Background: an optimization exercise with open tools, aiming at small area. Do not read the settings as production practice. The RTL was checked by simulation tests, not by an equivalence proof against the original design. The flow treats the clock pin as an ideal source, which a real chip does not have. Power is estimated from default activity; no workload was simulated.

**flow/standard.sh**
```bash
#!/bin/bash
# synth_recipe.tcl (not shown) runs the flow's synth.tcl, then flattens the netlist and writes it again
# the make line also repeats each setting of config.mk as NAME=value (left out here)
make -C /OpenROAD-flow-scripts/flow DESIGN_CONFIG=/design/flow/config.mk WORK_HOME=/design/flow/orfs CLKGATE_MAP_FILE= SYNTH_SCRIPT=/design/flow/synth_recipe.tcl "${@:-finish}"
```
**flow/flow/remap_2.abc**
```
strash
ifraig
dc2
strash
&get -n
&st
&syn2
&dch
&nf -R 1000 -p
&st
&syn2
&dch
&nf -R 1000 -p -a
&put
topo
```
**flow/flow/remap_3.abc**
```
strash
balance
rewrite
refactor
balance
rewrite
rewrite -z
balance
refactor -z
rewrite -z
balance
balance
resub -K 6
rewrite
resub -K 6 -N 2
refactor
resub -K 8
balance
resub -K 8 -N 2
rewrite
resub -K 10
rewrite -z
resub -K 10 -N 2
balance
resub -K 12
refactor -z
resub -K 12 -N 2
rewrite -z
balance
&get -n
&st
&syn2
&dch
&nf -R 1000 -p
&put
topo
```
**flow/flow/remap_1.abc**
```
strash
ifraig
dc2
strash
&get -n
&st
&syn2
&dch
&nf -R 1000
&st
&syn2
&dch
&nf -R 1000
&st
&syn2
&dch
&nf -R 1000
&put
topo
```
**flow/flow/remap_7.abc**
```
strash
balance
resub -K 6
rewrite
resub -K 6 -N 2
refactor
resub -K 8
balance
resub -K 8 -N 2
rewrite
resub -K 10
rewrite -z
resub -K 10 -N 2
balance
resub -K 12
refactor -z
resub -K 12 -N 2
rewrite -z
balance
&get -n
&st
&deepsyn -T 60
&dch -f
&nf -R 1000 -p
&put
topo
```
**flow/config.mk**
```make
export PLATFORM = sky130hd
export DESIGN_NAME = obstacledodger
export DESIGN_NICKNAME = obstacledodger
export VERILOG_FILES = /design/flow/design.v
export SDC_FILE = /design/flow/constraint.sdc
export NUM_CORES = 4
export LEC_CHECK = 0
export CAP_MARGIN = 20
export CORE_MARGIN = 2
export CORE_UTILIZATION = 70
export PLACE_DENSITY = 0.8
export SLEW_MARGIN = 20
```
**flow/flow/eq.ys.in**
```
# Prove the re-mapped netlist equivalent to the standard synthesis, with
# the flip-flops paired by name.
read_liberty -ignore_miss_func @LIB@
read_verilog -overwrite @CONB@
read_verilog @IN@
rename @TOP@ gold
read_verilog @OUT@
rename @TOP@ gate
flatten gold gate
hierarchy -check
proc
opt_clean
equiv_make gold gate eq
hierarchy -top eq
equiv_simple -seq 2
equiv_induct -seq 2
equiv_status -assert
```
**flow/flow/cts.tcl**
```tcl
# Clock tree for a small design, in place of ORFS's H-tree: the registers
# are split into CLK_K clusters of near-equal size (capacity-limited
# k-means on their placement); one clock buffer at the centre of each
# cluster drives its clock pins, and the clock port drives only these
# buffers, so every register is one buffer away from the port. Each
# buffer is the smallest of CLK_BUFS whose estimated clock-pin slew stays
# under CLK_SLEW_NS. Reads 3_place; writes 4_1_cts, or with CLK_DRY set
# only reports "cts K=<k> area=<um2> ok=<0|1>".
set R $::env(RESULTS_DIR)
read_liberty $::env(LIB_FILE)
read_db $R/3_place.odb
read_sdc $R/3_place.sdc
source $::env(PLATFORM_DIR)/setRC.tcl
set_dont_use $::env(DONT_USE_CELLS)

set block [ord::get_db_block]
set dbu [$block getDbUnitsPerMicron]
set K $::env(CLK_K)
set bufs $::env(CLK_BUFS)
set target $::env(CLK_SLEW_NS)

set regs {}
foreach inst [$block getInsts] {
  if {[string match "sky130_fd_sc_hd__df*" [[$inst getMaster] getName]]} {
    set loc [$inst getLocation]
    lappend regs [list [$inst getName] [expr {[lindex $loc 0] / double($dbu)}] [expr {[lindex $loc 1] / double($dbu)}]]
  }
}
set n [llength $regs]
set cap [expr {($n + $K - 1) / $K}]

proc dist2 {r c} {
  return [expr {pow([lindex $r 1] - [lindex $c 0], 2) + pow([lindex $r 2] - [lindex $c 1], 2)}]
}

# seeds: registers spread in x order
set sorted [lsort -real -index 1 $regs]
set cent {}
for {set k 0} {$k < $K} {incr k} {
  set r [lindex $sorted [expr {int(($k + 0.5) * $n / $K)}]]
  lappend cent [list [lindex $r 1] [lindex $r 2]]
}
for {set it 0} {$it < 30} {incr it} {
  # capacity-limited assignment: closest (register, cluster) pairs first
  set pairs {}
  for {set i 0} {$i < $n} {incr i} {
    for {set k 0} {$k < $K} {incr k} {
      lappend pairs [list [dist2 [lindex $regs $i] [lindex $cent $k]] $i $k]
    }
  }
  set pairs [lsort -real -index 0 $pairs]
  set assign [lrepeat $n -1]
  set size [lrepeat $K 0]
  foreach p $pairs {
    lassign $p d i k
    if {[lindex $assign $i] >= 0 || [lindex $size $k] >= $cap} { continue }
    lset assign $i $k
    lset size $k [expr {[lindex $size $k] + 1}]
  }
  set new {}
  for {set k 0} {$k < $K} {incr k} {
    set sx 0; set sy 0; set m 0
    foreach r $regs a $assign {
      if {$a == $k} { set sx [expr {$sx + [lindex $r 1]}]; set sy [expr {$sy + [lindex $r 2]}]; incr m }
    }
    if {$m > 0} { lappend new [list [expr {$sx / $m}] [expr {$sy / $m}]] } else { lappend new [lindex $cent $k] }
  }
  set cent $new
}

set leaves {}
for {set k 0} {$k < $K} {incr k} {
  set pins {}
  foreach r $regs a $assign {
    if {$a == $k} { lappend pins [get_pins "[lindex $r 0]/CLK"] }
  }
  if {[llength $pins] == 0} { continue }
  set c [lindex $cent $k]
  puts "cluster $k: [llength $pins] registers, buffer at ([lindex $c 0], [lindex $c 1])"
  insert_buffer -buffer_cell [lindex $bufs end] -net $::env(CLK_PORT) -load_pins $pins \
    -location [list [lindex $c 0] [lindex $c 1]] -buffer_name clkbuf_leaf_$k -net_name clknet_leaf_$k
  lappend leaves [list $k $pins]
}
set leaf_insts {}
foreach inst [$block getInsts] {
  if {[string match "clkbuf_leaf_*" [$inst getName]]} {
    lappend leaf_insts $inst
    foreach it [$inst getITerms] {
      set net [$it getNet]
      if {$net != "NULL"} { $net setSigType CLOCK }
    }
  }
}

set_propagated_clock [all_clocks]
detailed_placement
estimate_parasitics -placement

proc worst_slew {pins} {
  set w 0
  foreach p $pins {
    set s [get_property $p slew_max]
    if {$s > $w} { set w $s }
  }
  return $w
}

# smallest buffer per cluster that keeps the estimated slew under target
set total 0
set ok 1
foreach inst $leaf_insts {
  set name [$inst getName]
  set pins [get_pins -of_objects [get_nets -of_objects [get_pins $name/X]] -filter "direction == input"]
  set chosen ""
  foreach b $bufs {
    replace_cell [get_cells $name] $b
    estimate_parasitics -placement
    set w [worst_slew $pins]
    puts "  $name with $b: worst slew [format %.4f $w]"
    if {$w <= $target} { set chosen $b; break }
  }
  if {$chosen == ""} { set ok 0; set chosen [lindex $bufs end]; replace_cell [get_cells $name] $chosen }
  set total [expr {$total + [[[$block findInst $name] getMaster] getWidth] * [[[$block findInst $name] getMaster] getHeight] / double($dbu * $dbu)}]
}
detailed_placement
estimate_parasitics -placement
puts "cts K=$K area=[format %.3f $total] ok=$ok worst=[format %.4f [worst_slew [get_pins -hierarchical */CLK]]]"

if {[info exists ::env(CLK_DRY)] && $::env(CLK_DRY) != ""} { exit }

check_placement -verbose
report_clock_skew
report_checks -path_delay min -format full_clock_expanded
report_checks -path_delay max
report_check_types -max_slew -max_capacitance -violators

write_db $R/4_1_cts.odb
write_sdc -no_timestamp $R/4_cts.sdc
```
**flow/flow/remap.ys.in**
```
# Re-map the combinational logic of the standard synthesis with an
# area-oriented ABC script. Flip-flops (and tie cells) are kept as black
# boxes, so every register keeps its instance name, cell type and nets.
read_liberty -ignore_miss_func @LIB@
blackbox sky130_fd_sc_hd__dfxtp_1 sky130_fd_sc_hd__conb_1
read_verilog @IN@
hierarchy -top @TOP@
flatten
opt_clean -purge
abc -script @ABC@ -liberty @LIB@ -dont_use *probe* -dont_use *lpflow*
select -assert-none t:$*
opt_clean -purge
hilomap -singleton -hicell sky130_fd_sc_hd__conb_1 HI -locell sky130_fd_sc_hd__conb_1 LO
insbuf -buf sky130_fd_sc_hd__buf_4 A X
splitnets
opt_clean -purge
select @TOP@
stat -liberty @LIB@
write_verilog -noattr -nohex -nodec -selected @OUT@
```
**flow/flow/remap_8.abc**
```
strash
balance
resub -K 6
rewrite
resub -K 6 -N 2
refactor
resub -K 8
balance
resub -K 8 -N 2
rewrite
resub -K 10
rewrite -z
resub -K 10 -N 2
balance
resub -K 12
refactor -z
resub -K 12 -N 2
rewrite -z
balance
&get -n
&st
&deepsyn -T 60 -S 42
&dch -f
&nf -R 1000 -p
&put
topo
```
**flow/flow/run.sh**
```bash
#!/bin/bash
# Layout flow: the standard synthesis, its combinational logic re-mapped
# for area (registers untouched, equivalence proven), the standard ORFS
# floorplan and placement with small port buffers, a clock tree of 2 to 4
# buffers driven by the clock port (flow/cts.tcl), then the standard ORFS
# routing and finishing.
# Each tool writes its full output to a log of its own in this folder (and
# ORFS's step logs stay in orfs/logs/).
set -euo pipefail
HERE=$(pwd)
F=$HERE/flow
R=$HERE/orfs/results/$FLOW_PLATFORM/obstacledodger/base
LIB=$FLOW_HOME/platforms/sky130hd/lib/sky130_fd_sc_hd__tt_025C_1v80.lib
export BUFFER_PORTS_ARGS="-buffer_cell sky130_fd_sc_hd__buf_1"

bash standard.sh synth > synth.log 2>&1

cp "$R/1_2_yosys.v" "$HERE/std_synth.v"
subst() {  # template, output, abc script, tag
  sed -e "s#@LIB@#$LIB#g" -e "s#@ABC@#$3#g" -e "s#@TOP@#$FLOW_TOP#g" \
      -e "s#@IN@#$HERE/std_synth.v#g" -e "s#@OUT@#$HERE/remap_$4.v#g" -e "s#@CONB@#$F/conb.v#g" "$1" > "$2"
}
# Try each ABC script (four at a time); keep the smallest result whose
# equivalence with the standard synthesis is proven.
: > remap.log
for abc in "$F"/remap_*.abc; do
  tag=$(basename "$abc" .abc | sed 's/remap_//')
  subst "$F/remap.ys.in" "$HERE/remap_$tag.ys" "$abc" "$tag"
done
ls "$HERE"/remap_*.ys | xargs -P 4 -I{} sh -c 'timeout 600 yosys -s {} > {}.log 2>&1 || true'
results=""
for abc in "$F"/remap_*.abc; do
  tag=$(basename "$abc" .abc | sed 's/remap_//')
  area=$(grep "Chip area for module" "$HERE/remap_$tag.ys.log" 2>/dev/null | tail -1 | awk '{print $NF}')
  if [[ -n "$area" && -s "$HERE/remap_$tag.v" ]] && grep -q "End of script" "$HERE/remap_$tag.ys.log"; then
    echo "script $tag: area $area" >> remap.log
    results="$results$area $tag\n"
  else
    echo "script $tag: failed" >> remap.log
  fi
done
chosen=""
for tag in $(printf "$results" | sort -n | awk '{print $2}'); do
  subst "$F/eq.ys.in" "$HERE/eq_$tag.ys" "" "$tag"
  if timeout 600 yosys -s "$HERE/eq_$tag.ys" > "eq_$tag.log" 2>&1; then
    chosen=$tag; break
  fi
  echo "script $tag: equivalence not proven" >> remap.log
done
if [[ -n "$chosen" ]]; then
  sleep 1
  cp "$HERE/remap_$chosen.v" "$R/1_2_yosys.v"
  echo "remapped netlist in use: script $chosen" >> remap.log
else
  echo "no remap proven; keeping the standard netlist" >> remap.log
fi

bash standard.sh place > place.log 2>&1

sleep 1
DONT_USE=$(make -s -C "$FLOW_HOME" DESIGN_CONFIG="$HERE/config.mk" WORK_HOME="$HERE/orfs" print-DONT_USE_CELLS 2>/dev/null | sed 's/^DONT_USE_CELLS: //') || true
export RESULTS_DIR="$R" LIB_FILE="$LIB" PLATFORM_DIR="$FLOW_HOME/platforms/sky130hd"
export DONT_USE_CELLS="${DONT_USE:-sky130_fd_sc_hd__probe_p_8 sky130_fd_sc_hd__probec_p_8}"
export CLK_PORT=CLOCK_50 CLK_SLEW_NS=${CLK_SLEW_NS:-0.12}
export CLK_BUFS="sky130_fd_sc_hd__clkbuf_4 sky130_fd_sc_hd__clkbuf_8 sky130_fd_sc_hd__buf_12 sky130_fd_sc_hd__clkbuf_16"
: > cts_try.log
best_k=""; best_a=""
for k in 2 3 4; do
  CLK_K=$k CLK_DRY=1 openroad -no_init -exit "$F/cts.tcl" > "cts_try_$k.log" 2>&1 || true
  line=$(grep "^cts K=" "cts_try_$k.log" | tail -1 || true)
  echo "$line" >> cts_try.log
  a=$(echo "$line" | sed -n 's/.*area=\([0-9.]*\) ok=1.*/\1/p')
  if [[ -n "$a" ]] && { [[ -z "$best_a" ]] || awk "BEGIN{exit !($a < $best_a)}"; }; then best_k=$k; best_a=$a; fi
done
echo "chosen K=${best_k:-4}" >> cts_try.log
CLK_K=${best_k:-4} openroad -no_init -exit "$F/cts.tcl" > cts.log 2>&1

bash standard.sh finish > finish.log 2>&1
```
**flow/flow/remap_4.abc**
```
strash
ifraig
dc2
strash
&get -n
&st
&syn2
&dch
&nf -R 1000 -p -a
&put
topo
```
**flow/constraint.sdc**
```tcl
create_clock -name core_clock -period 10.0 [get_ports {CLOCK_50}]
set_input_delay 2.0000 -clock core_clock [delete_from_list [all_inputs] [get_ports {CLOCK_50}]]
set_output_delay 2.0000 -clock core_clock [all_outputs]
set_load 0.01 [all_outputs]
```
**flow/flow/remap_5.abc**
```
strash
balance
resub -K 6
rewrite
resub -K 6 -N 2
refactor
resub -K 8
balance
resub -K 8 -N 2
rewrite
resub -K 10
rewrite -z
resub -K 10 -N 2
balance
resub -K 12
refactor -z
resub -K 12 -N 2
rewrite -z
balance
&get -n
&st
&deepsyn -T 20
&dch -f
&nf -R 1000 -p
&put
topo
```
**flow/design.v**
```verilog
module obstacledodger(CLOCK_50, resetn, start_n, x, y, colour, plot);
	input CLOCK_50, resetn, start_n;
	output [7:0] x; output [6:0] y; output [2:0] colour; output plot;
	localparam [1:0]  M_ST = 2'd0;
	localparam        M_RD = 1'b1;
	localparam        M_LD = 1'b1;
	localparam [14:0] M_PC = 15'd10922;
	localparam [14:0] M_OC = 15'd10922;
	localparam [4:0]  M_CN = 5'd21;
	localparam [6:0]  M_TY = 7'd0;
	localparam        M_S  = 1'b1;
	localparam        M_DN = 1'b0;
	localparam [7:0]  M_TX = 8'd170;
	localparam        M_FI = 1'b0;
	localparam        M_B  = 1'b0;
	localparam [1:0]  M_WH = 2'd2;
	reg rd_w, ld_w; reg [1:0] st_w; reg [14:0] pc_w, oc_w; reg [4:0] cn_w; reg [6:0] ty_w;
	reg s_w, dn_w, fi_w, b_w; reg [7:0] tx_w; reg [1:0] wh_w;
	wire rst_d = rd_w ^ M_RD, ld_d = ld_w ^ M_LD;
	wire [1:0] st = st_w ^ M_ST; wire [14:0] pc = pc_w ^ M_PC, oc = oc_w ^ M_OC;
	wire [4:0] cnt = cn_w ^ M_CN; wire [6:0] ty = ty_w ^ M_TY; wire s = s_w ^ M_S, down = dn_w ^ M_DN;
	wire [7:0] tx = tx_w ^ M_TX; wire first = fi_w ^ M_FI, b = b_w ^ M_B; wire [1:0] wh = wh_w ^ M_WH;
	wire [1:0] st_n;
	assign st_n[0] = rst_d & ld_d & ~st[1];
	assign st_n[1] = rst_d & (st[1] | (st[0] & ~ld_d));
	assign plot = ~st_n[0];
	wire draw = ~st[0], setoff = st[1];
	localparam [14:0] P_S0 = 15'h244d, P_END = 15'h7034;
	wire pc_end = (pc == P_END);
	wire tick_p = setoff & pc_end;
	wire pc_ld = ~setoff | pc_end;
	wire [14:0] pc_n;
	assign pc_n[14:1] = pc_ld ? P_S0[14:1] : pc[13:0];
	assign pc_n[0] = setoff & (pc_end | ~(pc[14] ^ pc[13]));
	localparam [14:0] O_S0 = 15'h0125, O_END = 15'h6847;
	wire oc_end = (oc == O_END);
	wire tick_o = draw & oc_end;
	wire oc_ld = ~resetn | tick_o;
	wire [14:0] oc_n;
	assign oc_n[14:1] = oc_ld ? O_S0[14:1] : draw ? oc[13:0] : oc[14:1];
	assign oc_n[0] = resetn & (draw ? (oc_end | ~(oc[14] ^ oc[13])) : oc[0]);
	wire [4:0] cnt_n = !rst_d ? 5'd0 : cnt + {4'd0, draw};
	wire ty0 = (ty == 7'd0);
	wire z = ty0 & ~s & down;
	wire ocol = ~ty[0] & ~z;
	wire [6:0] ty_n = !rst_d ? 7'd0 : (tick_o & ~z) ? (s ? ty + 7'd1 : ty - 7'd1) : ty;
	wire s_n = !rst_d ? 1'b0 : tick_o ? down : s;
	wire down_n = !rst_d ? 1'b1 : tick_o ? (ty0 ? 1'b1 : (ty >= 7'd104) ? 1'b0 : down) : down;
	wire b_n = !rst_d ? 1'b1 : tick_p ? (b ? 1'b0 : ((wh == 2'd1) ? ocol : 1'b1)) : b;
	wire [1:0] wh_n = !rst_d ? 2'd0 : (tick_p & ~b) ? wh + 2'd1 : wh;
	wire [7:0] tx_n = !rst_d ? 8'd10 : (tick_p & ~first) ? tx + 8'd1 : tx;
	wire first_n = !rst_d ? 1'b1 : tick_p ? 1'b0 : first;
	always @(posedge CLOCK_50) begin
		rd_w <= resetn ^ M_RD; ld_w <= ~start_n ^ M_LD; st_w <= st_n ^ M_ST;
		pc_w <= pc_n ^ M_PC; oc_w <= oc_n ^ M_OC; cn_w <= cnt_n ^ M_CN; ty_w <= ty_n ^ M_TY;
		s_w <= s_n ^ M_S; dn_w <= down_n ^ M_DN; b_w <= b_n ^ M_B; wh_w <= wh_n ^ M_WH;
		tx_w <= tx_n ^ M_TX; fi_w <= first_n ^ M_FI;
	end
	assign colour = {1'b0, b_n & (wh_n != 2'd2), b_n & (wh_n == 2'd2)};
	wire pl = (wh == 2'd0);
	assign x = pl ? tx + {6'd0, cnt[1:0]} : 8'd60 + {7'd0, cnt[4]};
	assign y = pl ? 7'd58 + {5'd0, cnt[3:2]} : ty + {3'd0, cnt[3:0]};
endmodule
```
**flow/flow/remap_6.abc**
```
strash
balance
resub -K 6
rewrite
resub -K 6 -N 2
refactor
resub -K 8
balance
resub -K 8 -N 2
rewrite
resub -K 10
rewrite -z
resub -K 10 -N 2
balance
resub -K 12
refactor -z
resub -K 12 -N 2
rewrite -z
balance
&get -n
&st
&deepsyn -T 20
&dch -f
&nf -R 1000 -p
&put
topo
```
**flow/flow/remap_9.abc**
```
strash
&get -n
&st
&deepsyn -T 60
&dch -f
&nf -R 1000 -p
&put
topo
```
**flow/flow/conb.v**
```verilog
module sky130_fd_sc_hd__conb_1(output HI, output LO); assign HI = 1'b1; assign LO = 1'b0; endmodule
```
==> flow_summary.yaml, run 1 <==
detailed_routing:
  met1Wirelength_um: 2070
  drcViolationCount: 0
  top_layer_used: "met4"
  wl_met3_um: 158
  dr_wl_met2_um: 2080
  viasPerCell: 5.53
  wl_um: 4340
  ant_nets: 0
  vias: 1975
  first_pass_iters: 4
  drt_iter0_drc: 113
  wl_per_cell_um: 12.2
setup_path:
  path_cells: "nor4_1, nand4_1, nor3_1, nand2_1, nor2_1, nand2_1, o21ai_0, clkinv_1, a21oi_1, buf_1"
  critPathArrivalTime_ns: 2.30
  critical_path.max_fanout: 4
  end_kind: "output pin"
  reg2reg_depth: 10
  critPathSlowestCell: "dfxtp_1"
  cp.depth: 10
  path_class: "reg -> out"
  regToRegEndpoint: "ty_w[6]"
  endpoint: "colour[1]"
  worst_ep_required_time_ns: 8.00
  max_stage_delay_ns: 0.35
  critPathBufInv: 2
  path_common_cell: "nand2_1"
  r2r_slack_ns: 7.09
  r2r-start: "oc_w[13]"
  crit_family: "simple AND/OR/NAND/NOR gates"
  startpoint_type: "flop"
  startpoint: "pc_w[13]"
final_layout:
  regArea_um2: 1200
  num-fill-cells: 268
  n_antenna_cell: 0
  final_nets: 316
  multiInputGateArea_um2: 1190
  layout-drive-gt1-share: 0.00965
  area_growth_pct: 7.14
  post-route-util: 0.777
sta:
  slew_headroom: 0.568
  finalHoldViolations: 0
  period_needed_ns: 4.30
  setup_viol: 0
  finalMaxSlewViolations: 0
  fin_crit_sh: 0.430
  skew_ns: 0.0107
  rsz0062_at_grt: "no"
  fmax_mhz: 233
  max_slew.worst_pin.slew_ns: 0.646
  finalSetupTns_ns: 0
clock_tree:
  clock_latency_ns: 0.14
  clk_pin_slew_worst_paths_ns: 0.11
synth:
  synthesis.area_um2: 2420
  synthCells: 289
  synth_nets: 292
  yosys_warnings: 1
  syn_area_per_cell_um2: 8.37
place:
  place.gp.congestion: 0.882
  port-buffer-count: 20
  dp_hpwl_um: 3190
status:
  status: "no timing/DRC/antenna violations"
floorplanning:
  io_pins: 22
  chipWidth_um: 62.8
  die_h_um: 62.8
  die_area_um2: 3940
  initial_core_util: 0.725
  row_count: 21
  core_area_um2: 3340
pwr:
  power_density_nw_per_um2: 140
  ir_drop_uv: 192
  leakage_uw: 0.000927
job:
  cap_violations: 0
grt:
  groute.usage.overall: 0.231
  grt_pass1_wl_um: 7710
  antenna_found_initial: 0
  grt_pass1_vias: 1803
  grt_start_max_net_pins: 31
  grt.overflow.total: 0
worst_hold_path:
  hp-class: "reg -> reg"
-- placed cells by master (no fill, tap or decap) --
cell type	instances
dfxtp_1	60
nor2_1	44
nand2_1	38
a21oi_1	26
o21ai_0	24
buf_1	20
nand2b_1	12
nor2b_1	12
xor2_1	10
nor3_1	7
nor3b_1	7
xnor2_1	7
clkinv_1	5
nand4_1	4
and2_0	4
a21o_1	4
and3_1	4
or3_1	3
nand3_1	3
nor4_1	2
buf_12	2
nand4bb_1	1
nor4b_1	1
or4b_1	1
nand4b_1	1
o31ai_1	1
a31oi_1	1
a311oi_1	1
o21bai_1	1
a211o_1	1
o211ai_1	1
o22ai_1	1
conb_1	1
buf_4	1
-- where the power goes --
part	total, uW	leakage, uW	internal (uW)	switching, uW
Clock	90.0	0.0000188	32.7	57.3
Combinational	19.8	0.000418	8.33	11.4
Sequential	254	0.000490	247	7.04
Total	364	0.000927	288	75.8
-- registers in the layout, summed over array words and instances (netlist names) --
name,count
ty_w,7
rd_w,1
st_w,2
s_w,1
tx_w,8
wh_w,2
fi_w,1
oc_w,15
cn_w,5
pc_w,15
b_w,1
dn_w,1
ld_w,1
-- routing by layer --
metal,track usage,up-vias
met3,0.0144,2
met2,0.425,36
li1,-,1027
met1,0.313,910
met4,0.0139,0
met5,0,-
-- layout make-up --
type / instances / area share
multi-input cells: 223 / 0.460
inverters: 5 / 0.00724
repair buffers: 21 / 0.0319
clock buffers: 2 / 0.0155
flip-flops and latches: 60 / 0.464
well taps: 46 / 0.0222
-- per-stage QoR --
step	power, uW	std cells	setup WS [ns]	hold slack, ns	instance area (um2)
6_report	364	357	5.70	0.397	2590
5_1_grt	376	357	5.40	0.405	2590
3_5_place_dp	279	355	5.89	0.374	2550
3_3_place_gp	278	355	5.98	0.367	2550
2_1_floorplan	273	289	6.14	0.358	2420
-- worst min-delay path by stage --
stage                        from       to  slack (ns)  cells past startpoint
after floorplan           pc_w[4]  pc_w[5]        0.36                      1
final                     pc_w[1]  pc_w[2]        0.40                      1
after global placement    pc_w[1]  pc_w[2]        0.37                      1
after detailed placement  pc_w[4]  pc_w[5]        0.37                      1
after global routing      pc_w[1]  pc_w[2]        0.41                      1
==> run 2: changes to the inputs <==
--- a/flow/config.mk
+++ b/flow/config.mk
@@ -7,6 +7,5 @@
 export LEC_CHECK = 0
 export CAP_MARGIN = 20
 export CORE_MARGIN = 2
-export CORE_UTILIZATION = 70
-export PLACE_DENSITY = 0.8
+export CORE_UTILIZATION = 40
 export SLEW_MARGIN = 20
==> run 2 against run 1 <==
Wire length shrank 0.90%; largest power group unchanged; sequential cell count unchanged; clock power grew 5.2%; sequential power about the same; synthesized area stayed put; power rose by 1.2%.
==> flow_summary.yaml, run 2 <==
detailed_routing:
  viasPerCell: 4.90
  dr_wl_met2_um: 1900
  drcViolationCount: 0
  drt_iter0_drc: 89
  met1Wirelength_um: 2260
  ant_nets: 0
  vias: 1885
  wl_per_cell_um: 11.2
  first_pass_iters: 4
  wl_um: 4300
  wl_met3_um: 93
  top_layer_used: "met4"
synth:
  synthesis.area_um2: 2420
  synth_nets: 292
  syn_area_per_cell_um2: 8.37
  yosys_warnings: 1
  synthCells: 289
final_layout:
  final_common_cell: "dfxtp_1"
  num-fill-cells: 597
  post-route-util: 0.446
  final_nets: 315
  n_antenna_cell: 0
  top_regs: "oc_w x15, pc_w x15, tx_w x8"
  area_growth_pct: 8.54
  layout-drive-gt1-share: 0.00645
  final_cell_mix: "dfxtp_1, nor2_1, nand2_1, a21oi_1, o21ai_0"
  stdcell_area_um2: 2630
place:
  place.gp.congestion: 0.743
  port-buffer-count: 20
  dp_hpwl_um: 3140
  postPlaceCellArea_um2: 2580
  preCtsSetupSlack_ns: 5.91
status:
  status: "no timing/DRC/antenna violations"
sta:
  max_slew.worst_pin.slew_ns: 0.992
  skew_ns: 0.0316
  finalHoldViolations: 0
  slew_headroom: 0.338
  rsz0062_at_grt: "no"
  fmax_mhz: 233
  fin_crit_sh: 0.428
  fin_hold_ws_ns: 0.398
  period_needed_ns: 4.28
  finalMaxSlewViolations: 0
  setup_slack_ns: 5.72
  setup_viol: 0
  finalSetupTns_ns: 0
pwr:
  leakage_uw: 0.000925
  ir_drop_uv: 83.8
  power_density_nw_per_um2: 140
floorplanning:
  chipWidth_um: 81.8
  row_count: 28
  die_area_um2: 6680
  io_pins: 22
  initial_core_util: 0.411
  die_h_um: 81.8
  core_area_um2: 5890
grt:
  groute.usage.overall: 0.135
  grt_start_max_net_pins: 31
  grt_pass1_wl_um: 7510
  antenna_found_initial: 0
  grt.overflow.total: 0
  grt_pass1_vias: 1681
setup_path:
  critical_path.max_fanout: 9
  path_class: "reg -> out"
  critPathArrivalTime_ns: 2.28
  worst_ep_required_time_ns: 8.00
  end_kind: "output pin"
  startpoint_type: "flop"
clock_tree:
  clk_pin_slew_worst_paths_ns: 0.11
  clock_latency_ns: 0.17
worst_hold_path:
  hp-class: "reg -> reg"
job:
  cap_violations: 0
## run 2: critical path: stages (launching register included)
cell,delay (ns)
dfxtp_1,0.49
xor2_1,0.24
a21oi_1,0.13
nor2b_1,0.15
or3_1,0.36
o21ai_0,0.12
nand2b_1,0.17
nand2b_1,0.12
xor2_1,0.15
nor2_1,0.05
buf_1,0.14
## run 2: final timing paths
check | from | end | slack (ns) | cells past startpoint
max | ty_w[1] | y[6] | 5.72 | 10
min | pc_w[1] | pc_w[2] | 0.40 | 1
max reg2reg | oc_w[1] | ty_w[6] | 7.14 | 10
min reg2reg | pc_w[1] | pc_w[2] | 0.40 | 1
## run 2: metrics by stage
stage / power [uW] / std cells
3_3_place_gp: 279 / 383
6_report: 368 / 385
3_5_place_dp: 279 / 383
5_1_grt: 385 / 385
2_1_floorplan: 273 / 289
## run 2: layer usage
layer  global-route usage  vias up
met2                0.232       17
met3              0.00659        3
met5                    0        -
met4               0.0117        0
met1                0.196      839
li1                     -     1026
## run 2: cell type report
type / count / area [um2] / area share
clock buffer: 2 / 45.0 / 0.0172
inverter: 5 / 18.8 / 0.00715
multi-input combinational: 223 / 1190 / 0.454
sequential: 60 / 1200 / 0.458
tap: 75 / 93.8 / 0.0357
timing repair buffer: 20 / 75.1 / 0.0286
## run 2: power breakdown
part	switching, uW	internal, uW	leakage (uW)
registers	8.62	247	0.000490
clock network	59.7	35.0	0.0000217
logic	9.65	8.08	0.000413
==> run 3: changes to the inputs <==
==> flow/flow/remap_01.abc (new file) <==
strash
balance
rewrite
refactor
balance
rewrite
rewrite -z
balance
refactor -z
rewrite -z
balance
balance
resub -K 6
rewrite
resub -K 6 -N 2
refactor
resub -K 8
balance
resub -K 8 -N 2
rewrite
resub -K 10
rewrite -z
resub -K 10 -N 2
balance
resub -K 12
refactor -z
resub -K 12 -N 2
rewrite -z
balance
&get -n
&st
&syn2
&dch
&nf -R 1000 -p
&put
topo
==> flow/flow/remap_02.abc (new file) <==
strash
ifraig
dc2
strash
&get -n
&st
&syn2
&dch
&nf -R 1000
&st
&syn2
&dch
&nf -R 1000
&st
&syn2
&dch
&nf -R 1000
&put
topo
==> flow/flow/remap_03.abc (new file) <==
strash
balance
resub -K 6
rewrite
resub -K 6 -N 2
refactor
resub -K 8
balance
resub -K 8 -N 2
rewrite
resub -K 10
rewrite -z
resub -K 10 -N 2
balance
resub -K 12
refactor -z
resub -K 12 -N 2
rewrite -z
balance
&get -n
&st
&deepsyn -T 120 -S 11
&put
dch -f
amap -m -F 4 -A 8
topo
==> flow/flow/remap_04.abc (new file) <==
strash
balance
resub -K 6
rewrite
resub -K 6 -N 2
refactor
resub -K 8
balance
resub -K 8 -N 2
rewrite
resub -K 10
rewrite -z
resub -K 10 -N 2
balance
resub -K 12
refactor -z
resub -K 12 -N 2
rewrite -z
balance
&get -n
&st
&deepsyn -T 120 -S 13
&put
dch -f
amap -m -F 4 -A 8
topo
==> flow/flow/remap_05.abc (new file) <==
strash
balance
resub -K 6
rewrite
resub -K 6 -N 2
refactor
resub -K 8
balance
resub -K 8 -N 2
rewrite
resub -K 10
rewrite -z
resub -K 10 -N 2
balance
resub -K 12
refactor -z
resub -K 12 -N 2
rewrite -z
balance
&get -n
&st
&deepsyn -T 120 -S 14
&put
dch -f
amap -m -F 4 -A 8
topo
==> flow/flow/remap_06.abc (new file) <==
strash
balance
resub -K 6
rewrite
resub -K 6 -N 2
refactor
resub -K 8
balance
resub -K 8 -N 2
rewrite
resub -K 10
rewrite -z
resub -K 10 -N 2
balance
resub -K 12
refactor -z
resub -K 12 -N 2
rewrite -z
balance
&get -n
&st
&deepsyn -T 120 -S 18
&put
dch -f
amap -m -F 4 -A 8
topo
==> flow/flow/remap_07.abc (new file) <==
strash
balance
resub -K 6
rewrite
resub -K 6 -N 2
refactor
resub -K 8
balance
resub -K 8 -N 2
rewrite
resub -K 10
rewrite -z
resub -K 10 -N 2
balance
resub -K 12
refactor -z
resub -K 12 -N 2
rewrite -z
balance
&get -n
&st
&deepsyn -T 120 -S 21
&put
dch -f
amap -m -F 4 -A 8
topo
==> flow/flow/remap_08.abc (new file) <==
strash
balance
resub -K 6
rewrite
resub -K 6 -N 2
refactor
resub -K 8
balance
resub -K 8 -N 2
rewrite
resub -K 10
rewrite -z
resub -K 10 -N 2
balance
resub -K 12
refactor -z
resub -K 12 -N 2
rewrite -z
balance
&get -n
&st
&deepsyn -T 120 -S 22
&put
dch -f
amap -m -F 4 -A 8
topo
==> flow/flow/remap_09.abc (new file) <==
strash
balance
resub -K 6
rewrite
resub -K 6 -N 2
refactor
resub -K 8
balance
resub -K 8 -N 2
rewrite
resub -K 10
rewrite -z
resub -K 10 -N 2
balance
resub -K 12
refactor -z
resub -K 12 -N 2
rewrite -z
balance
&get -n
&st
&deepsyn -T 120 -S 23
&put
dch -f
amap -m -F 4 -A 8
topo
==> flow/flow/remap_10.abc (new file) <==
strash
balance
resub -K 6
rewrite
resub -K 6 -N 2
refactor
resub -K 8
balance
resub -K 8 -N 2
rewrite
resub -K 10
rewrite -z
resub -K 10 -N 2
balance
resub -K 12
refactor -z
resub -K 12 -N 2
rewrite -z
balance
&get -n
&st
&deepsyn -T 120 -S 24
&put
dch -f
amap -m -F 4 -A 8
topo
removed: flow/flow/remap_1.abc
removed: flow/flow/remap_2.abc
removed: flow/flow/remap_3.abc
removed: flow/flow/remap_4.abc
removed: flow/flow/remap_5.abc
removed: flow/flow/remap_6.abc
removed: flow/flow/remap_7.abc
removed: flow/flow/remap_8.abc
removed: flow/flow/remap_9.abc
==> run 3 against run 2 <==
Via count up 3.3%; register-to-register slack worse by 0.62 ns; synthesized cell count is 3.1% higher; sequential power about the same; cell count increased by 1.8%; clock-buffer cell count unchanged; clock skew up 0.0044 ns; synthesized area shrank 2.6%; global-route usage increased by 0.65 points; worst setup slack worse by 0.44 ns; critical endpoint is now colour[1]; largest power group unchanged; highest routed layer unchanged.
==> flow_summary.yaml, run 3 <==
clock_tree:
  clock_latency_ns: 0.17
  clk_pin_slew_worst_paths_ns: 0.11
floorplanning:
  initial_core_util: 0.420
  io_pins: 22
  die_h_um: 80.7
  row_count: 27
  chipWidth_um: 80.7
  core_area_um2: 5610
  die_area_um2: 6520
sta:
  rsz0062_at_grt: "no"
  finalHoldViolations: 0
  setup_viol: 0
  max_slew.worst_pin.slew_ns: 0.916
  skew_ns: 0.0360
  fmax_mhz: 211
  fin_crit_sh: 0.473
  finalMaxSlewViolations: 0
  slew_headroom: 0.387
  period_needed_ns: 4.73
  finalSetupTns_ns: 0
pwr:
  power_density_nw_per_um2: 144
  ir_drop_uv: 99.0
  power_uw: 371
  leakage_uw: 0.000842
final_layout:
  regArea_um2: 1200
  n_antenna_cell: 0
  final_cell_mix: "dfxtp_1, nor2_1, clkinv_1, a21oi_1, nand2_1"
  num-fill-cells: 597
  top_regs: "oc_w x15, pc_w x15, tx_w x8"
  area_growth_pct: 8.92
  instances_no_fill: 392
  layout-drive-gt1-share: 0.00938
  final_common_cell: "dfxtp_1"
  post-route-util: 0.458
  multiInputGateArea_um2: 963
  final_nets: 325
setup_path:
  path_class: "reg -> out"
  critical_path.max_fanout: 6
  reg2reg_depth: 16
  critPathSlowestCell: "or4_1"
  r2r_slack_ns: 6.52
  critPathArrivalTime_ns: 2.73
  startpoint_type: "flop"
  end_kind: "output pin"
  path_common_cell: "nor2_1"
  max_stage_delay_ns: 0.64
  r2r-start: "pc_w[8]"
  regToRegEndpoint: "tx_w[7]"
  path_cells: "or4b_1, or4_1, nor2_1, nand2_1, nor2_1, nand2_1, o211ai_1, nor2_1, nor2_1, buf_1"
  worst_ep_required_time_ns: 8.00
grt:
  grt.overflow.total: 0
  antenna_found_initial: 0
  grt_pass1_wl_um: 7730
  grt_start_max_net_pins: 31
  groute.usage.overall: 0.142
  grt_pass1_vias: 1753
worst_hold_path:
  hp-class: "reg -> reg"
  hp-start: "pc_w[0]"
  min_to: "pc_w[1]"
  holdPathStages: 1
place:
  dp_hpwl_um: 3290
  port-buffer-count: 20
  place.gp.congestion: 0.718
  dp.cells: 390
detailed_routing:
  viasPerCell: 4.97
  wl_per_cell_um: 11.3
  drt_iter0_drc: 90
  ant_nets: 0
  wl_um: 4440
  first_pass_iters: 4
  vias: 1947
  drcViolationCount: 0
status:
  status: "no timing/DRC/antenna violations"
synth:
  yosys_warnings: 1
  syn_area_per_cell_um2: 7.91
  synthCells: 298
  synth_nets: 301
  synthesis.area_um2: 2360
job:
  cap_violations: 0
==> run 3: changes by cell type in the layout (fill, tap and decap cells not counted), sizes merged, moves of 11 or more <==
cell,delta
clkinv,+44
nand2,-15
nand2b,-12
nor2,+14
nor2b,-12
o22ai,+11
==> run 3: per-layer routing <==
| layer | wire length [um] | share of wire | vias up | global-route usage |
|---|---|---|---|---|
| met3 | 157 | 0.035 | 4 | 0.00889 |
| met1 | 2420 | 0.54 | 829 | 0.207 |
| li1 | - | - | 1079 | - |
| met4 | 46 | 0.010 | 0 | 0.0153 |
| met2 | 1820 | 0.41 | 35 | 0.239 |
| met5 | 0 | 0 | - | 0 |
==> run 3: power by group <==
group	leakage, uW	switching (uW)	internal (uW)
Clock	0.0000217	60.0	35.0
Combinational	0.000330	13.1	7.29
Sequential	0.000490	7.65	248
==> run 3: worst max path at each step <==
stage,endpoint,startpoint
floorplan,colour[0],pc_w[8]
global placement,colour[1],pc_w[8]
detailed placement,colour[1],pc_w[8]
global route,colour[1],pc_w[8]
finish,colour[1],pc_w[8]
==> run 3: area by class of cell <==
cell class	count	area share
Clock buffer	2	0.0176
Inverter	49	0.0717
Multi-Input combinational cell	188	0.375
Sequential cell	60	0.468
Tap cell	72	0.0351
Timing Repair Buffer	21	0.0322
==> run 3: critical path, delay by kind of cell (launching register included) <==
kind                   cells  cell delay [ns]
AO/OA/AOI/OAI              1             0.14
buffers and inverters      1             0.15
flip-flops                 1             0.33
AND/OR/NAND/NOR            8             1.94
==> run 3: stage by stage <==
| step | hold slack [ns] | area, um2 | setup WS (ns) |
|---|---|---|---|
| after floorplan | 0.361 | 2360 | 5.72 |
| after global placement | 0.374 | 2520 | 5.59 |
| after detailed placement | 0.377 | 2520 | 5.50 |
| after global routing | 0.408 | 2570 | 5.09 |
| final | 0.372 | 2570 | 5.27 |
==> run 4: changes to the inputs <==
--- a/flow/design.v
+++ b/flow/design.v
@@ -1,19 +1,19 @@
 module obstacledodger(CLOCK_50, resetn, start_n, x, y, colour, plot);
 	input CLOCK_50, resetn, start_n;
 	output [7:0] x; output [6:0] y; output [2:0] colour; output plot;
-	localparam [1:0]  M_ST = 2'd0;
+	localparam [1:0]  M_ST = 2'd1;
 	localparam        M_RD = 1'b1;
 	localparam        M_LD = 1'b1;
-	localparam [14:0] M_PC = 15'd10922;
-	localparam [14:0] M_OC = 15'd10922;
-	localparam [4:0]  M_CN = 5'd21;
+	localparam [14:0] M_PC = 15'd10954;
+	localparam [14:0] M_OC = 15'd10938;
+	localparam [4:0]  M_CN = 5'd29;
 	localparam [6:0]  M_TY = 7'd0;
 	localparam        M_S  = 1'b1;
 	localparam        M_DN = 1'b0;
-	localparam [7:0]  M_TX = 8'd170;
+	localparam [7:0]  M_TX = 8'd175;
 	localparam        M_FI = 1'b0;
 	localparam        M_B  = 1'b0;
-	localparam [1:0]  M_WH = 2'd2;
+	localparam [1:0]  M_WH = 2'd0;
 	reg rd_w, ld_w; reg [1:0] st_w; reg [14:0] pc_w, oc_w; reg [4:0] cn_w; reg [6:0] ty_w;
 	reg s_w, dn_w, fi_w, b_w; reg [7:0] tx_w; reg [1:0] wh_w;
 	wire rst_d = rd_w ^ M_RD, ld_d = ld_w ^ M_LD;
==> run 4 against run 3 <==
First-iteration DRC count fell by 8.9%; fmax rose by 3.2%; sequential share of layout area rose by 0.37 points; clock-buffer cell count did not move; die area fell by 0.51%; register-to-register slack improved by 0.61 ns; non-clock buffer count fell by 1; power fell by 0.15%; wire length rose by 1.1%; hold slack improved by 0.0081 ns; cell count fell by 1.8%; via count rose by 3.9%; critical path type unchanged; critical endpoint is now colour[0]; largest power group unchanged.
==> flow_summary.yaml, run 4 <==
final_layout:
  post-route-util: 0.457
  area_growth_pct: 8.65
  multiInputGateArea_um2: 981
  final_cell_mix: "dfxtp_1, nor2_1, clkinv_1, a21oi_1, nand2_1"
  top_regs: "oc_w x15, pc_w x15, tx_w x8"
  num-fill-cells: 581
  final_nets: 318
  final_common_cell: "dfxtp_1"
  layout-drive-gt1-share: 0.00639
  n_antenna_cell: 0
  regArea_um2: 1200
job:
  cap_violations: 0
pwr:
  seq_power_share: 0.689
  p_int_uw: 291
  clkPwrFrac: 0.252
  pwr-share-comb: 0.059
  ir_drop_uv: 164
  p_sw_uw: 79.2
  switching_share: 0.214
  power_density_nw_per_um2: 145
  leakage_uw: 0.000871
setup_path:
  path_class: "reg -> out"
  worst_ep_required_time_ns: 8.00
  path_cells: "nor2_1, nand3_1, or4_1, or2_0, nor2_1, clkinv_1, nor2_1, o21ai_0, a21oi_1, and3_1, buf_1"
  max_stage_delay_ns: 0.59
  critPathSlowestCell: "or4_1"
  critical_path.max_fanout: 5
  cp.depth: 11
  end_kind: "output pin"
  reg2reg_depth: 14
  critPathArrivalTime_ns: 2.58
  startpoint_type: "flop"
  path_common_cell: "nor2_1"
  crit_family: "simple AND/OR/NAND/NOR gates"
  critPathBufInv: 2
detailed_routing:
  drt_iter0_drc: 82
  wl_um: 4490
  vias: 2022
  ant_nets: 0
  drcViolationCount: 0
  viasPerCell: 5.25
  wl_per_cell_um: 11.7
  first_pass_iters: 4
status:
  status: "no timing/DRC/antenna violations"
clock_tree:
  clock_latency_ns: 0.17
  clk_pin_slew_worst_paths_ns: 0.11
worst_hold_path:
  hp-class: "reg -> reg"
  holdPathStages: 1
synth:
  synth_nets: 295
  synthCells: 292
  synthesis.area_um2: 2340
  syn_area_per_cell_um2: 8.03
  yosys_warnings: 1
sta:
  slew_headroom: 0.523
  fmax_mhz: 218
  skew_ns: 0.0354
  finalHoldViolations: 0
  finalMaxSlewViolations: 0
  max_slew.worst_pin.slew_ns: 0.709
  finalSetupTns_ns: 0
  setup_viol: 0
  period_needed_ns: 4.58
  rsz0062_at_grt: "no"
  fin_crit_sh: 0.458
place:
  port-buffer-count: 20
  dp_hpwl_um: 3330
  place.gp.congestion: 0.771
grt:
  antenna_found_initial: 0
  grt_start_max_net_pins: 31
  grt_pass1_vias: 1811
  groute.usage.overall: 0.145
  grt_pass1_wl_um: 7910
  grt.overflow.total: 0
floorplanning:
  io_pins: 22
  core_area_um2: 5570
  die_h_um: 80.5
  initial_core_util: 0.420
  die_area_um2: 6490
  chipWidth_um: 80.5
  row_count: 27
[run 4: cell count changes in the layout (fill, tap and decap cells not counted), sizes merged, moves of 2 or more]
cell	change
clkinv	-8
o22a	+5
and3	+4
a22oi	-3
nand2	-2
nand3	-2
o221ai	-2
o22ai	+2
or2	+2
[run 4: routing by layer]
metal / up-vias / share of wire / routed length [um] / global-route usage
met3: 2 / 0.037 / 165 / 0.00787
met2: 39 / 0.45 / 2030 / 0.266
li1: 1058 / - / - / -
met4: 0 / 0.0056 / 25 / 0.00847
met1: 923 / 0.50 / 2260 / 0.195
met5: - / 0 / 0 / 0
[run 4: layout make-up]
cell class | instances | share of cell area
clock buffers | 2 | 0.0177
inverters | 41 | 0.0604
multi-input cells | 190 | 0.385
flip-flops and latches | 60 | 0.472
well taps | 72 | 0.0354
repair buffers | 20 | 0.0295
[run 4: worst register-to-register path, delay by kind of cell, from the launching register on]
family	cells	cell delay (ns)
flip-flops	1	0.33
AND/OR/NAND/NOR	12	2.22
AO/OA/AOI/OAI	1	0.11
buffers and inverters	1	0.10
[run 4: through the flow]
step	setup WS (ns)	total power, uW	hold WS, ns	cell area [um2]	instances
after global routing	5.09	386	0.412	2550	385
after global placement	5.70	282	0.371	2500	383
final	5.42	370	0.380	2550	385
after detailed placement	5.63	282	0.376	2500	383
after floorplan	5.92	275	0.361	2340	292
[run 4: path summary, 6_finish.rpt]
path	startpoint	end	slack, ns
worst max-delay path	pc_w[8]	colour[0]	5.42
worst min-delay path	pc_w[3]	pc_w[4]	0.38
worst max register to register	pc_w[8]	tx_w[7]	7.13
worst min register to register	pc_w[3]	pc_w[4]	0.38
[run 4: power groups by stage]
stage	clock [uW]	sequential (uW)	combinational [uW]
6_report	93.4	255	21.7
5_1_grt	104	256	24.9
3_5_place_dp	0	261	21.8
3_3_place_gp	0	260	21.7
2_1_floorplan	0	258	16.8
==> run 5: changes to the inputs <==
--- a/flow/flow/run.sh
+++ b/flow/flow/run.sh
@@ -61,7 +61,7 @@
 DONT_USE=$(make -s -C "$FLOW_HOME" DESIGN_CONFIG="$HERE/config.mk" WORK_HOME="$HERE/orfs" print-DONT_USE_CELLS 2>/dev/null | sed 's/^DONT_USE_CELLS: //') || true
 export RESULTS_DIR="$R" LIB_FILE="$LIB" PLATFORM_DIR="$FLOW_HOME/platforms/sky130hd"
 export DONT_USE_CELLS="${DONT_USE:-sky130_fd_sc_hd__probe_p_8 sky130_fd_sc_hd__probec_p_8}"
-export CLK_PORT=CLOCK_50 CLK_SLEW_NS=${CLK_SLEW_NS:-0.12}
+export CLK_PORT=CLOCK_50 CLK_SLEW_NS=${CLK_SLEW_NS:-0.125}
 export CLK_BUFS="sky130_fd_sc_hd__clkbuf_4 sky130_fd_sc_hd__clkbuf_8 sky130_fd_sc_hd__buf_12 sky130_fd_sc_hd__clkbuf_16"
 : > cts_try.log
 best_k=""; best_a=""
==> run 5 against run 4 <==
Still clean on timing, DRC and antenna; cell count unchanged; clock power decreased by 4.3%; first-iteration DRC count increased by 29%; critical endpoint unchanged; highest routed layer unchanged.
==> flow_summary.yaml, run 5 <==
synth:
  synthCells: 292
  synthesis.area_um2: 2350
  yosys_warnings: 1
  synth_nets: 295
  syn_area_per_cell_um2: 8.04
worst_hold_path:
  hp-class: "reg -> reg"
final_layout:
  final_nets: 318
  top_regs: "oc_w x15, pc_w x15, tx_w x8"
  final_common_cell: "dfxtp_1"
  instances_no_fill: 385
  layout-drive-gt1-share: 0.00639
  n_antenna_cell: 0
  area_growth_pct: 8.42
  final_cell_mix: "dfxtp_1, nor2_1, clkinv_1, nand2_1, a21oi_1"
place:
  place.gp.congestion: 0.787
  dp_hpwl_um: 3360
  dp.cells: 383
  port-buffer-count: 20
pwr:
  power_uw: 365
  leakage_uw: 0.000858
  ir_drop_uv: 95.6
  seq_power_share: 0.698
  switching_share: 0.211
  power_density_nw_per_um2: 144
  clkPwrFrac: 0.245
  p_int_uw: 288
  pwr-share-comb: 0.058
  p_sw_uw: 77.2
sta:
  period_needed_ns: 4.55
  skew_ns: 0.00506
  fin_crit_sh: 0.455
  finalMaxSlewViolations: 0
  setup_viol: 0
  slew_headroom: 0.523
  finalHoldViolations: 0
  finalSetupTns_ns: 0
  rsz0062_at_grt: "no"
  fin_hold_ws_ns: 0.405
  fmax_mhz: 220
  max_slew.worst_pin.slew_ns: 0.712
setup_path:
  path_common_cell: "nor2_1"
  max_stage_delay_ns: 0.61
  critPathSlowestCell: "or4_1"
  end_kind: "output pin"
  startpoint: "pc_w[8]"
  cp.depth: 11
  crit_family: "simple AND/OR/NAND/NOR gates"
  path_cells: "nor2_1, nand3_1, or4_1, or2_0, nor2_1, clkinv_1, nor2_1, o21ai_0, a21oi_1, and3_1, buf_1"
  startpoint_type: "flop"
  endpoint: "colour[0]"
  worst_ep_required_time_ns: 8.00
  critPathBufInv: 2
  path_class: "reg -> out"
  critPathArrivalTime_ns: 2.55
  regToRegEndpoint: "tx_w[7]"
  r2r_slack_ns: 7.09
  reg2reg_depth: 15
  r2r-start: "pc_w[8]"
  critical_path.max_fanout: 5
status:
  status: "no timing/DRC/antenna violations"
clock_tree:
  clk_pin_slew_worst_paths_ns: 0.11
  clock_latency_ns: 0.14
detailed_routing:
  ant_nets: 0
  first_pass_iters: 4
  wl_um: 4510
  wl_per_cell_um: 11.7
  viasPerCell: 5.14
  drt_iter0_drc: 106
  drcViolationCount: 0
  vias: 1980
floorplanning:
  chipWidth_um: 80.6
  io_pins: 22
  core_area_um2: 5570
  row_count: 27
  die_h_um: 80.6
  die_area_um2: 6500
  initial_core_util: 0.421
grt:
  antenna_found_initial: 0
  grt_pass1_wl_um: 8050
  groute.usage.overall: 0.148
  grt_pass1_vias: 1816
  grt_start_max_net_pins: 31
  grt.overflow.total: 0
job:
  cap_violations: 0
-- run 5: area by class of cell --
cell class / count / area [um2]
fillers: 574 / 3030
inverters: 43 / 161
multi-input cells: 188 / 977
well taps: 72 / 90.1
repair buffers: 20 / 75.1
flip-flops and latches: 60 / 1200
clock buffers: 2 / 40.0
-- run 5: power groups by stage --
stage | Sequential [uW] | Clock [uW] | Combinational (uW)
floorplan | 258 | 0 | 16.4
global placement | 260 | 0 | 21.0
detailed placement | 261 | 0 | 21.3
global route | 257 | 100 | 24.2
finish | 255 | 89.4 | 21.1
-- run 5: metrics by stage --
step	area, um2	utilization	setup WS, ns
after floorplan	2350	-	5.93
after global placement	2500	0.449	5.71
after detailed placement	2500	0.449	5.65
after global routing	2540	0.457	5.21
final	2540	0.457	5.45
-- run 5: worst min path at each step --
stage,startpoint,end,slack (ns),cells after the start
final,pc_w[8],pc_w[9],0.41,1
after detailed placement,pc_w[8],pc_w[9],0.39,1
after global routing,pc_w[8],pc_w[9],0.43,1
after global placement,pc_w[8],pc_w[9],0.37,1
after floorplan,pc_w[0],pc_w[1],0.36,1
-- run 5: layer usage --
metal	part of all wire	GRT usage
met5	0	0
met4	0.012	0.0186
met3	0.027	0.00674
met2	0.44	0.245
met1	0.52	0.219
-- run 5: worst reg2reg max path: cells and delay by family (launching register included) --
family          cells  cell delay [ns]
compound gates      1             0.07
buf+inv             1             0.10
flops               1             0.33
simple gates       13             2.36
==> run 6: changes to the inputs <==
==> flow/flow/remap_11.abc (new file) <==
strash
balance
resub -K 6
rewrite
resub -K 6 -N 2
refactor
resub -K 8
balance
resub -K 8 -N 2
rewrite
resub -K 10
rewrite -z
resub -K 10 -N 2
balance
resub -K 12
refactor -z
resub -K 12 -N 2
rewrite -z
balance
&get -n
&st
&deepsyn -T 120 -S 31
&put
dch -f
amap -m -F 4 -A 8
topo
==> flow/flow/remap_12.abc (new file) <==
strash
balance
resub -K 6
rewrite
resub -K 6 -N 2
refactor
resub -K 8
balance
resub -K 8 -N 2
rewrite
resub -K 10
rewrite -z
resub -K 10 -N 2
balance
resub -K 12
refactor -z
resub -K 12 -N 2
rewrite -z
balance
&get -n
&st
&deepsyn -T 120 -S 32
&put
dch -f
amap -m -F 4 -A 8
topo
==> flow/flow/remap_13.abc (new file) <==
strash
balance
resub -K 6
rewrite
resub -K 6 -N 2
refactor
resub -K 8
balance
resub -K 8 -N 2
rewrite
resub -K 10
rewrite -z
resub -K 10 -N 2
balance
resub -K 12
refactor -z
resub -K 12 -N 2
rewrite -z
balance
&get -n
&st
&deepsyn -T 120 -S 33
&put
dch -f
amap -m -F 4 -A 8
topo
==> flow/flow/remap_14.abc (new file) <==
strash
balance
resub -K 6
rewrite
resub -K 6 -N 2
refactor
resub -K 8
balance
resub -K 8 -N 2
rewrite
resub -K 10
rewrite -z
resub -K 10 -N 2
balance
resub -K 12
refactor -z
resub -K 12 -N 2
rewrite -z
balance
&get -n
&st
&deepsyn -T 120 -S 34
&put
dch -f
amap -m -F 4 -A 8
topo
==> flow/flow/remap_15.abc (new file) <==
strash
balance
resub -K 6
rewrite
resub -K 6 -N 2
refactor
resub -K 8
balance
resub -K 8 -N 2
rewrite
resub -K 10
rewrite -z
resub -K 10 -N 2
balance
resub -K 12
refactor -z
resub -K 12 -N 2
rewrite -z
balance
&get -n
&st
&deepsyn -T 120 -S 35
&put
dch -f
amap -m -F 4 -A 8
topo
==> flow/flow/remap_16.abc (new file) <==
strash
balance
resub -K 6
rewrite
resub -K 6 -N 2
refactor
resub -K 8
balance
resub -K 8 -N 2
rewrite
resub -K 10
rewrite -z
resub -K 10 -N 2
balance
resub -K 12
refactor -z
resub -K 12 -N 2
rewrite -z
balance
&get -n
&st
&deepsyn -T 120 -S 36
&put
dch -f
amap -m -F 4 -A 8
topo
==> flow/flow/remap_17.abc (new file) <==
strash
balance
resub -K 6
rewrite
resub -K 6 -N 2
refactor
resub -K 8
balance
resub -K 8 -N 2
rewrite
resub -K 10
rewrite -z
resub -K 10 -N 2
balance
resub -K 12
refactor -z
resub -K 12 -N 2
rewrite -z
balance
&get -n
&st
&deepsyn -T 120 -S 37
&put
dch -f
amap -m -F 4 -A 8
topo
==> flow/flow/remap_18.abc (new file) <==
strash
balance
resub -K 6
rewrite
resub -K 6 -N 2
refactor
resub -K 8
balance
resub -K 8 -N 2
rewrite
resub -K 10
rewrite -z
resub -K 10 -N 2
balance
resub -K 12
refactor -z
resub -K 12 -N 2
rewrite -z
balance
&get -n
&st
&deepsyn -T 120 -S 38
&put
dch -f
amap -m -F 4 -A 8
topo
==> run 6 against run 5 <==
Still clean; synthesized area down 0.27%; via count shrank 2.0%; power grew 0.34%; sequential power about the same; first-iteration DRC count down 25%; critical path depth fell by 2; fmax grew 0.91%; global-route usage down 0.88 points; hold slack got worse by 0.0029 ns; design area fell by 0.25%.
==> flow_summary.yaml, run 6 <==
pwr:
  seq_power_share: 0.694
  switching_share: 0.215
  clkPwrFrac: 0.249
  pwr-share-comb: 0.057
  power_density_nw_per_um2: 144
  leakage_uw: 0.000844
  p_sw_uw: 78.7
  p_int_uw: 288
  ir_drop_uv: 147
setup_path:
  startpoint_type: "flop"
  max_stage_delay_ns: 0.61
  critPathSlowestCell: "or4_1"
  r2r-start: "st_w[0]"
  path_cells: "clkinv_1, nand4b_1, or4_1, or2_0, nor2_1, nand2_1, a211oi_1, and3_1, buf_1"
  end_kind: "output pin"
  worst_ep_required_time_ns: 8.00
  crit_family: "simple AND/OR/NAND/NOR gates"
  reg2reg_depth: 14
  critical_path.max_fanout: 5
  regToRegEndpoint: "ty_w[6]"
  critPathArrivalTime_ns: 2.51
  path_class: "reg -> out"
  r2r_slack_ns: 6.71
  critPathBufInv: 2
synth:
  synthCells: 291
  synthesis.area_um2: 2340
  syn_area_per_cell_um2: 8.04
  synth_nets: 294
  yosys_warnings: 1
clock_tree:
  clk_pin_slew_worst_paths_ns: 0.12
  clock_latency_ns: 0.15
worst_hold_path:
  hp-class: "reg -> reg"
  min_to: "pc_w[8]"
  hp-start: "pc_w[7]"
  holdPathStages: 1
sta:
  max_slew.worst_pin.slew_ns: 0.737
  fin_crit_sh: 0.451
  finalSetupTns_ns: 0
  finalHoldViolations: 0
  slew_headroom: 0.504
  finalMaxSlewViolations: 0
  period_needed_ns: 4.51
  skew_ns: 0.00906
  fmax_mhz: 222
  rsz0062_at_grt: "no"
  setup_viol: 0
  fin_hold_ws_ns: 0.402
final_layout:
  n_antenna_cell: 0
  final_common_cell: "dfxtp_1"
  final_nets: 317
  top_regs: "oc_w x15, pc_w x15, tx_w x8"
  regArea_um2: 1200
  area_growth_pct: 8.44
  layout-drive-gt1-share: 0.00641
  final_cell_mix: "dfxtp_1, nor2_1, clkinv_1, nand2_1, a21oi_1"
  multiInputGateArea_um2: 975
  num-fill-cells: 578
  stdcell_area_um2: 2540
floorplanning:
  die_area_um2: 6480
  io_pins: 22
  initial_core_util: 0.420
  chipWidth_um: 80.5
  die_h_um: 80.5
  core_area_um2: 5570
  row_count: 27
detailed_routing:
  viasPerCell: 5.05
  wl_per_cell_um: 11.5
  ant_nets: 0
  drt_iter0_drc: 80
  vias: 1940
  first_pass_iters: 4
  drcViolationCount: 0
  wl_um: 4410
grt:
  grt_start_max_net_pins: 31
  antenna_found_initial: 0
  grt_pass1_wl_um: 7580
  grt.overflow.total: 0
  groute.usage.overall: 0.139
  grt_pass1_vias: 1718
place:
  port-buffer-count: 20
  postPlaceCellArea_um2: 2500
  dp_hpwl_um: 3260
  place.gp.congestion: 0.768
status:
  status: "no timing/DRC/antenna violations"
job:
  cap_violations: 0
## run 6: layout make-up
cell class              count  area share
well taps                  72      0.0355
clock buffers               2      0.0158
flip-flops and latches     60       0.473
repair buffers             20      0.0296
multi-input cells         188       0.384
inverters                  42      0.0621
## run 6: layer usage
layer  global-route usage  part of all wire
met5                    0                 0
met4               0.0136             0.011
met3              0.00787             0.034
met2                0.225              0.42
met1                0.211              0.54
## run 6: worst max path at each step
stage,from,to,cells after the start
after global placement,pc_w[13],colour[0],9
after floorplan,pc_w[0],colour[0],7
after global routing,pc_w[13],colour[0],9
final,pc_w[13],colour[0],9
after detailed placement,pc_w[13],colour[0],9
## run 6: worst reg2reg max path, stage by stage (launching register included)
cell and delay, ns:
dfxtp_1 0.45, nand4_1 0.12, nor4_1 0.66, clkinv_1 0.29, nor2_1 0.19, nand2_1 0.12
o32ai_1 0.17, clkinv_1 0.14, nor3_1 0.25, a22oi_1 0.15, nor2_1 0.14, nand2_1 0.10
o22ai_1 0.21, nor2_1 0.06, a211oi_1 0.15
## run 6: power groups by stage
stage | logic [uW] | clock network (uW) | registers (uW)
after floorplan | 16.2 | 0 | 258
after global placement | 20.7 | 0 | 260
after detailed placement | 20.8 | 0 | 260
after global routing | 23.9 | 103 | 256
final | 20.9 | 91.4 | 254
## run 6: stage by stage
step	utilization	setup WS, ns	total power [uW]	cells
after floorplan	-	5.95	274	291
after global placement	0.448	5.73	281	382
after detailed placement	0.448	5.66	281	382
after global routing	0.455	5.32	382	384
final	0.455	5.49	367	384

port drivers added, routing unchanged:
The results above use ideal ports. As a check the final layouts listed here were re-extracted and re-timed, cells and wires unchanged. Step 1 sets driving cells, clkbuf_16 on the clock port and buf_2 on the other inputs (assumed; they add their load-dependent delay and slew). Step 2 also shifts input and output timing later by t, the mid clock arrival at the registers, as if the neighbouring blocks saw the same clock. a / b / c = no drivers / after step 1 / after step 2; a / b = the first two.
| run | t, ns | slack for setup (ns) | worst hold slack (ns) | worst register clock-pin slew, ns | worst slew at a driven data input, ns |
|---|---|---|---|---|---|
| run 1 | 0.186 | 5.701 / 5.654 / 5.840 | 0.397 / 0.397 / 0.397 | 0.11 / 0.11 | 0.03 |
| run 2 | 0.204 | 5.716 / 5.666 / 5.870 | 0.398 / 0.398 / 0.398 | 0.11 / 0.11 | 0.03 |
| run 3 | 0.201 | 5.271 / 5.223 / 5.424 | 0.372 / 0.372 / 0.372 | 0.11 / 0.11 | 0.03 |
| run 4 | 0.199 | 5.419 / 5.372 / 5.571 | 0.380 / 0.380 / 0.380 | 0.11 / 0.11 | 0.03 |
| run 5 | 0.189 | 5.451 / 5.402 / 5.590 | 0.405 / 0.405 / 0.405 | 0.11 / 0.11 | 0.03 |
| run 6 | 0.194 | 5.492 / 5.440 / 5.634 | 0.402 / 0.402 / 0.402 | 0.12 / 0.12 | 0.03 |
After both steps setup and hold are still met in every run listed.
